This design comes from an exercise in tuning for small area and a short achievable clock period on the open sky130 flow, not from production work. In this exercise RTL edits were held to simulation tests only and were not proved equivalent to the original. Power is estimated from default activity; no workload was simulated.

$ cat flow/config.mk
export PLATFORM = sky130hd
export DESIGN_NAME = lightpipe_recv
export DESIGN_NICKNAME = lightpipe_recv
export VERILOG_FILES = /design/flow/design.v
export SDC_FILE = /design/flow/constraint.sdc
export NUM_CORES = 4
export LEC_CHECK = 0
export CAP_MARGIN = 20
export CORE_MARGIN = 2
export CORE_UTILIZATION = 40
export PLACE_DENSITY = 0.6
export SLEW_MARGIN = 20
$ cat flow/constraint.sdc
create_clock -name core_clock -period 3.0 [get_ports {mclk}]
set_input_delay 0.6000 -clock core_clock [delete_from_list [all_inputs] [get_ports {mclk}]]
set_output_delay 0.6000 -clock core_clock [all_outputs]
set_load 0.01 [all_outputs]
$ cat flow/design.v
module nrzi_decoder
(
    input refclk,
    input reset,
    input in,
    output oe,
    output reg out,
    output loss
);
reg [5:0] accum;
reg reset_d, reset_dd;
wire transition;
reg in_d, in_dd, in_ddd, in_dddd;
assign transition = in_dddd ^ in_ddd;
assign oe = (accum[1:0] == 2'b11 ? 1'b1 : 1'b0);
assign loss = (accum > 32 ? 1'b1 : 1'b0);
always @(posedge refclk) reset_d <= reset;
always @(posedge refclk) reset_dd <= reset_d;
always @(posedge refclk) begin
    if (reset_dd) begin
        in_d <= 1'b0;
        in_dd <= 1'b0;
        in_ddd <= 1'b0;
        in_dddd <= 1'b0;
    end else begin
        in_d <= in;
        in_dd <= in_d;
        in_ddd <= in_dd;
        in_dddd <= in_ddd;
    end
end
always @(posedge refclk) begin
    if (reset_dd || transition)
        accum <= 4'b0;
    else
        accum <= accum + 1'b1;
end
always @(posedge refclk) begin
    if (reset_dd)
        out <= 1'b0;
    else if (transition)
        out <= 1'b1;
    else if (accum == 3'b100)
        out <= 1'b0;
end
endmodule
module lightpipe_recv(
    input mclk,  
    input rst,
    input adat,
    output reg wclk, 
    output reg [23:0] word0,
    output reg [23:0] word1,
    output reg [23:0] word2,
    output reg [23:0] word3,
    output reg [23:0] word4,
    output reg [23:0] word5,
    output reg [23:0] word6,
    output reg [23:0] word7,
    output reg [3:0] user
);
reg [7:0]framebit;
reg [4:0]chan;
reg [7:0]chstart;
reg [29:0]word;
wire [23:0]oword;
wire oe, in, nrzi_loss;
wire bitclock = oe;
wire nloss = ~nrzi_loss;
reg nloss_d;
assign oword = {
	word[29], word[28], word[27], word[26],
	word[24], word[23], word[22], word[21],
	word[19], word[18], word[17], word[16],
	word[14], word[13], word[12], word[11],
	word[9],  word[8],  word[7],  word[6],
	word[4],  word[3],  word[2],  word[1]
};
nrzi_decoder nrzi_inst (
    mclk,
    ~rst,
    adat,
    oe,
    in,
    nrzi_loss
);
always @(posedge mclk)
    if(!rst)
        user <= 0;
    else if(bitclock && framebit == 0) 
        user[3:0]<=word[29:26];
always @(posedge mclk)
    if(!rst)
       wclk <= 0;
    else if(bitclock && framebit == 0) 
        wclk <= 1;
    else if(bitclock && framebit == 128) 
        wclk <= 0;
always @(posedge mclk)
    if(!rst)
        nloss_d <= 1;
    else if(bitclock)
        nloss_d <= nloss;
always @(posedge mclk)
    if(!rst)
        word <= 0;
    else if(bitclock)
        word <= {in, word[29:1]};
always @(posedge mclk)
begin
    if(!rst)
    begin
        chstart <= 0;
        chan <= 0;
        framebit <= 0;
        word0 <= 0;
        word1 <= 'hff;
        word2 <= 0;
        word3 <= 'hff;
        word4 <= 0;
        word5 <= 'hff;
        word6 <= 0;
        word7 <= 'hff;
    end else 
        if(bitclock)
            begin
                if(nloss && !nloss_d)
                begin
                    framebit <= 252;
                    chstart <= 252;
                    chan <= 8;
                end
                else
                begin
                    if(framebit == 255) begin
                        chstart <= framebit+1;
                        chan <= 0;
                    end else if(framebit == 30)begin
                        chstart <= framebit+1;
                        chan <= 1;
                        word0<=oword;
                    end else if(framebit == 60)begin
                        chstart <= framebit+1;
                        chan <= 2;
                        word1<=oword;
                    end else if(framebit == 90)begin
                        chstart <= framebit+1;
                        chan <= 3;
                        word2<=oword;
                    end else if(framebit == 120)begin
                        chstart <= framebit+1;
                        chan <= 4;
                        word3<=oword;
                    end else if(framebit == 150)begin
                        chstart <= framebit+1;
                        chan <= 5;
                        word4<=oword;
                    end else if(framebit == 180)begin
                        chstart <= framebit+1;
                        chan <= 6;
                        word5<=oword;
                    end else if(framebit == 210)begin
                        chstart <= framebit+1;
                        chan <= 7;
                        word6<=oword;
                    end else if(framebit == 240)begin
                        chstart <= framebit+1;
                        chan <= 8;
                        word7<=oword;
                    end
                    framebit <= framebit + 1;
                end
            end
end
endmodule
$ cat flow/run.sh
#!/bin/bash
# synth_recipe.tcl (not shown) runs the flow's synth.tcl, then flattens the netlist and writes it again
# the make line also repeats each setting of config.mk as NAME=value (left out here)
make -C /OpenROAD-flow-scripts/flow DESIGN_CONFIG=/design/flow/config.mk WORK_HOME=/design/flow/orfs CLKGATE_MAP_FILE= SYNTH_SCRIPT=/design/flow/synth_recipe.tcl finish
==> run summary <==
## cells in the final DEF, fill, tap and decap left out, types with 4 or more instances in the layout
master | Yosys | routed
buf_12 | 2 | 4
buf_4 | 13 | 18
bufinv_16 | 0 | 5
clkbuf_16 | 0 | 27
clkbuf_8 | 0 | 6
clkdlybuf4s50_1 | 0 | 198
clkinv_2 | 0 | 4
dfxtp_1 | 248 | 248
ha_1 | 5 | 4
inv_1 | 5 | 5
mux2i_1 | 97 | 97
nand2_1 | 78 | 78
nand3_1 | 134 | 134
nor2_1 | 70 | 70
nor2b_1 | 4 | 4
nor3_1 | 5 | 5
o2111ai_4 | 0 | 6
o21ai_0 | 123 | 123
o21ai_1 | 13 | 13
## registers in the layout, summed over array words and instances, names as in the netlist, 8 cells and up
signal,flops
framebit,8
word,29
word0,24
word1,24
word2,24
word3,24
word4,24
word5,24
word6,24
word7,24
## cell type report
| type | instances | share of cell area, % |
|---|---|---|
| clock inverter | 10 | 1.48 |
| clock buffer | 36 | 6.42 |
| inverter | 6 | 0.188 |
| multi-input combinational | 575 | 29.2 |
| timing repair buffer | 221 | 18.4 |
| sequential | 248 | 41.4 |
| tap | 280 | 2.92 |
## metal layers
layer	share of wire, %	global-route usage, %	up-vias	routed length (um)
met2	44	30.8	170	10600
met3	5.4	4.21	24	1300
met4	1.6	4.10	0	394
met5	0	0	-	0
met1	49	29.9	3177	11900
li1	-	-	3486	-
## kinds of logic after synthesis
kind of cell             after synthesis  synth area share (%)
AND/OR/NAND/NOR                      312                  16.8
flip-flops                           248                  56.3
AO/OA/AOI/OAI                        156                  9.90
multiplexers                          97                  11.0
buffers and inverters                 79                  4.81
XOR/XNOR                               5                 0.497
adder cells (fa/ha/maj)                5                 0.710
## power by group through the flow
stage	combinational [W]	sequential (W)	clock [W]
2_1_floorplan	0.000110	0.00338	0
3_3_place_gp	0.000153	0.00338	0
3_5_place_dp	0.000152	0.00338	0
4_1_cts	0.000153	0.00331	0.00354
5_1_grt	0.000166	0.00331	0.00370
6_report	0.000151	0.00331	0.00348
## metrics by stage
step | hold WS (ns) | worst slack [ns] | cell area (um^2) | power [W]
2_1_floorplan | 0.310 | 1.09 | 8820 | 0.00349
3_3_place_gp | 0.310 | 0.551 | 11000 | 0.00354
3_5_place_dp | 0.317 | 0.502 | 11000 | 0.00353
4_1_cts | 0.331 | 0.487 | 12000 | 0.00701
5_1_grt | 0.356 | 0.255 | 12000 | 0.00717
6_report | 0.331 | 0.506 | 12000 | 0.00694
## final timing paths
| kind | startpoint | to | slack, ns | depth (start not counted) |
|---|---|---|---|---|
| max reg2reg | nrzi_inst.accum[0] | word1[8] | 0.51 | 8 |
| max | nrzi_inst.accum[0] | word1[8] | 0.51 | 8 |
| min reg2reg | nrzi_inst.reset_d | nrzi_inst.reset_dd | 0.33 | 0 |
| min | nrzi_inst.reset_d | nrzi_inst.reset_dd | 0.33 | 0 |
==> impl_metrics.csv <==
group,metric,value,unit
yosys,netlist_area,8820,um^2
final_layout,drive_gt1_share,7.48,%
placed_design,placed_cells,1330,
yosys,yosysWarnings,2,
worst_setup_path,worstPathRequired,3.43,ns
timing,fin_crit_sh,83.1,%
pwr,seqPwrFrac,47.7,%
worst_setup_path,cp.arrival,2.92,ns
yosys,synth_edf_count,0,
global_routing,grt-ovfl-total,0,
timing,setup_violations,0,
run,maxCapViolations,0,
yosys,synth_cell_type_count,46,
detailed_routing,vias,6857,
floorplanning,core,21800,um^2
pwr,swShare,20.0,%
floorplanning,die_w,152,um
floorplanning,start_util,40.5,%
placed_design,portBuffers,199,
final_layout,num_antenna_cells,0,
pwr,p_int,0.00556,W
global_routing,grt_pass1_wl,37800,um
yosys,synth.top_cell.area_share,56.3,%
yosys,synth_area_leader_cell,"dfxtp_1",
clock_tree,cts.path.max_buffers,3,
timing,timing_hold_violations_final,0,
clock_tree,root_buffer,"clkbuf_16",
clock_tree,cts_tree,"yes",
global_routing,grt_antenna_before_repair,0,
final_layout,num-fill-cells,1970,
timing,slew_headroom,57.3,%
clock_tree,cts_hold_buf,0,
detailed_routing,postRouteAntennaNets,0,
worst_setup_path,crit_top_cell,"buf_4",
worst_hold_path,hold_path_class,"reg -> reg",
worst_setup_path,crit_type,"reg -> reg",
timing,fin_setup_tns,0,ns
final_layout,multi_input_area,3500,um^2
worst_setup_path,critPathLaunchType,"flip-flop",
final_layout,fin_util,55.1,%
final_layout,syn_to_final_growth,36.0,%
floorplanning,die_h,152,um
final_layout,fin_nets,1086,
pwr,power_density,579,nW/um^2
yosys,ys_seq_elements,248,
detailed_routing,drcViolationCount,0,
timing,rsz0062_at_grt,"false",
worst_setup_path,cp_cell_sequence,"inv_1, ha_1, or4b_1, buf_4, o2111ai_4, buf_4, nand3_1, o21ai_0",
global_routing,grt_max_degree,61,
clock_tree,postCtsSetupBuffers,0,
final_layout,ff_latch_area,4960,um^2
timing,fin_skew,0.0130,ns
clock_tree,post_cts_resize_count,0,
detailed_routing,routedWlPerCell,17.6,um
worst_setup_path,max_stage_delay,0.60,ns
yosys,syn_inst,902,
yosys,synth_ff_type,"dfxtp_1",
placed_design,gp_congestion,0.805,
pwr,ir_drop,0.396,mV
worst_setup_path,crit_family,"simple AND/OR/NAND/NOR gates",
timing,period_minus_slack,2.49,ns
floorplanning,floorplan.rows,54,
yosys,synth_commonest_cells,"248 x dfxtp_1, 134 x nand3_1, 123 x o21ai_0, 97 x mux2i_1, 78 x nand2_1",
pwr,switchingPower,0.00138,W
clock_tree,clock_sinks,248,
detailed_routing,first_pass_iters,4,
yosys,syn_nets,910,
clock_tree,clkSlewWorstSetupHoldPaths,0.06,ns
global_routing,grt_pass1_vias,6334,
floorplanning,ios,200,
clock_tree,clk_latency,0.51,ns
clock_tree,htreeDepth,1,
detailed_routing,drtIter0Drc,368,
timing,worst_pin_slew,0.640,ns
detailed_routing,via_per_inst,4.98,
pwr,clkPwrFrac,50.1,%
timing,clock.fmax,0.401,GHz
yosys,yosysMostFrequentCell,"dfxtp_1",
worst_setup_path,slowest_stage,"or4b_1",
yosys,yosysSeqAreaShare,56.3,%
pwr,combPwrFrac,2.2,%
pwr,p_leak,4.57,nW
floorplanning,die_area,23200,um^2
global_routing,grtUsageTotal,20.2,%
worst_setup_path,crit_path_end_kind,"flip-flop",
placed_design,dpl.hpwl,16100,um
run_status,status,"timing/DRC/antenna clean",
worst_setup_path,critPathBufInv,3,
yosys,yosys-top-cells-area,"dfxtp_1 56%, mux2i_1 11%, nand3_1 7.6%",
detailed_routing,wirelength,24200,um
worst_setup_path,cp_max_fo,32,
yosys,synth-async-reset-ratio,0,%
yosys,synth.avg_cell_area,9.78,um^2
timing,slew_viol_final,0,
final_layout,layoutNonFillerInstCount,1376,
clock_tree,cts_buffers,26,

[what the ideal ports hide]
Ports are ideal in the flow. The routed layout listed here was re-timed in OpenROAD.
Step 1, drivers: a clkbuf_16 drives mclk and a buf_2 each remaining input, both assumed.
Step 2 times the ports against the registers' clock, not the clock port: input delays grow and output delays shrink by t, the midpoint of the rising clock arrivals with the driver on.
Slacks: ideal ports / drivers / drivers and shift; pairs: ideal ports / drivers.
t, ns: 0.552
setup slack, ns: 0.506 / 0.506 / 0.506
slew at the worst register clock pin (ns): 0.06 / 0.06
After both steps this run still meets setup and hold. The setup slack of this run moves by 0.000 ns with the drivers and by 0.000 ns with both steps.
